Background: an optimization exercise with open tools. Do not read the settings as production practice.
Function was checked by simulation only, so behaviour that the tests miss may differ from the original.
Power figures rest on the tool's default switching activity, not on a simulated workload.

== before ==
// JAM
module JAM (
input CLK,
input RST,
output [2:0] W,
output [2:0] J,
input [6:0] Cost,
output [3:0] MatchCount,
output [9:0] MinCost,
output Valid );
reg  [7:0] c;
always @(posedge CLK) begin
	if (RST)                 c <= 8'd0;
	else if (c != 8'd135)    c <= c + 8'd1;
end
assign W = c[5:3];
assign J = c[2:0];
assign Valid = c == 8'd135;
wire loading = ~c[7] & ~c[6];
reg  [3:0] k;       
reg  [7:0] mu;      
wire [3:0] kn = (k == 4'd9) ? 4'd0 : k + 4'd1;
always @(posedge CLK) begin
	if (RST) begin
		k  <= 4'd2;
		mu <= 8'd0;
	end else begin
		k  <= kn;
		mu <= {8{(c >= 8'd60) & ~kn[0] & (kn != 4'd4)}};
	end
end
reg [6:0] t0_0, t0_1, t0_2, t0_3, t0_4, t0_5, t0_6, t0_7;
reg [6:0] t1_0, t1_1, t1_2, t1_3, t1_4, t1_5, t1_6, t1_7;
reg [6:0] t2_0, t2_1, t2_2, t2_3, t2_4, t2_5, t2_6, t2_7;
reg [6:0] t3_0, t3_1, t3_2, t3_3, t3_4, t3_5, t3_6, t3_7;
  ...
clock: 6.2 ns
lec_check: 0
abc_clock_period_in_ps: 3500
cap_margin: 20
core_margin: 2
core_utilization: 40
setup_slack_margin: 2.8
slew_margin: 20
run.sh (not shown) runs the stock make flow with config.mk's settings and CLKGATE_MAP_FILE= SYNTH_SCRIPT=/design/flow/synth_recipe.tcl, a recipe that flattens the netlist after the stock synthesis.
before finished every step from synthesis to the final layout, and the layout passed the timing, DRC and antenna checks.
Modified inputs, after compared to before
# before
export LEC_CHECK = 0
export ABC_CLOCK_PERIOD_IN_PS = 3500
export CAP_MARGIN = 20
export CORE_MARGIN = 2
export CORE_UTILIZATION = 40
export SETUP_SLACK_MARGIN = 2.8
export SLEW_MARGIN = 20
create_clock -name core_clock -period 6.2 [get_ports {CLK}]
# after
export LEC_CHECK = 0
export ABC_CLOCK_PERIOD_IN_PS = 3500
export CAP_MARGIN = 20
export CORE_MARGIN = 2
export CORE_UTILIZATION = 55
export CTS_BUF_LIST = sky130_fd_sc_hd__clkbuf_4 sky130_fd_sc_hd__clkbuf_8
export CTS_CLUSTER_SIZE = 30
export SETUP_SLACK_MARGIN = 2.6
export SLEW_MARGIN = 20
create_clock -name core_clock -period 6.2 [get_ports {CLK}]
Higher fraction of power spent switching nets among before and after: after. In the reports for before and after, the smaller die area belongs to after. Compared to before, after has final critical delay including setup and external delays 0.066 ns lower. Share of the cycle needed by the critical path after routing | after below before. before → after: global-route wire length before repair down 2.5%, part of the total power dissipated in combinational logic down 4.4 points. Compared before against after; maximum cell stage delay along the critical path within noise.


JAM again, from the RTL that the note above started with.
clock: 6.2 ns
lec_check: 0
abc_clock_period_in_ps: 3500
cap_margin: 20
core_margin: 2
core_utilization: 60
place_density: 0.72
setup_slack_margin: 2.7
slew_margin: 20
Edit:
- ABC_AREA: unset -> 1
- ABC_CLOCK_PERIOD_IN_PS: 3500 -> unset
- CORE_UTILIZATION: 60 -> 55
- PLACE_DENSITY: 0.72 -> unset
- SETUP_SLACK_MARGIN: 2.7 -> 2.6
What happened: Register-to-register slack improves by 0.02 ns; setup slack improved by 0.019 ns; count of clock-buffer cells in the layout rises by 3; final cell count increases by 23%; die area went up by 15%; non-clock buffer count shrinks by 178; sequential share of layout area is about the same; total power drops by 12%.
Edit:
- ABC_AREA: 1 -> unset
- ABC_CLOCK_PERIOD_IN_PS: unset -> 3500
- CORE_UTILIZATION: 55 -> 40
Effect: Routed wire length went down by roughly a tenth; maximum frequency shrinks slightly; non-clock buffer count rises by 151; die area went up by a quarter to a third.


JAM, a different RTL version from the one above (not shown whole).
Size in the first run: ~4500 cells after synthesis, ~30 I/O pins, ~0.046 mm² of cells after synthesis.
export LEC_CHECK = 0
export ABC_CLOCK_PERIOD_IN_PS = 3500
export CAP_MARGIN = 20
export CORE_MARGIN = 2
export CORE_UTILIZATION = 60
export PLACE_DENSITY = 0.7
export SETUP_SLACK_MARGIN = 2.65
export SLEW_MARGIN = 20
create_clock -name core_clock -period 6.2 [get_ports {CLK}]
The baseline finished clean.
==> next run, changes <==
- CORE_UTILIZATION: 60 -> 55
- PLACE_DENSITY: 0.7 -> not set
- SETUP_SLACK_MARGIN: 2.65 -> 2.6
After rerunning: The changed run completed without violations; utilization fell by 6.0 points; clock skew hardly moves; fmax hardly moves; via count shrinks slightly; wire length is higher slightly; first-iteration DRC count falls by a quarter to a third; total power decreases by a few percent; final cell count rose slightly; area after synthesis stays the same; cell area shrinks slightly.
==> next run, changes <==
- CTS_BUF_LIST: not set -> sky130_fd_sc_hd__clkbuf_4 sky130_fd_sc_hd__clkbuf_8
- CTS_CLUSTER_SIZE: not set -> 30
The new run completed with no timing, DRC or antenna violations. Die area stays the same. Power went down by 1.1%. Final cell count went up by 1.6%. Via count went up by 0.90%. Sequential power barely changes. Cell area is about the same. Clock skew went up by 0.0075 ns.

[afterwards: timing with drivers on the ports]
The flow's constraints put no driver on any port. The routed layouts listed below were extracted and timed again, unchanged, in two steps. Step 1 assumes that a clkbuf_16 drives the clock port and a buf_2 every other input. Step 2 moves the port delays by t, midway between the first and last clock arrival at a register: inputs arrive t later, outputs are due t later. That takes back most of the time a late clock gives input paths. Slacks: no drivers / after step 1 / after step 2; pairs: no drivers / after step 1.
| run | t, ns | setup WS [ns] | worst setup path after step 2 |
|---|---|---|---|
| before | 0.716 | 2.595 / 2.595 / 2.595 | register to register |
| after | 0.887 | 2.661 / 2.661 / 2.661 | register to register |
| the first run of note 2 | 0.708 | 2.674 / 2.674 / 2.674 | register to register |
| the second run of note 2 | 0.726 | 2.693 / 2.639 / 2.693 | register to register |
| the third run of note 2 | 0.716 | 2.634 / 2.634 / 2.634 | register to register |
| the first run of note 3 | 0.717 | 2.635 / 2.635 / 2.635 | register to register |
| the second run of note 3 | 0.700 | 2.635 / 2.635 / 2.635 | register to register |
| the third run of note 3 | 0.869 | 2.617 / 2.617 / 2.617 | register to register |
After both steps every run listed still meets setup and hold.
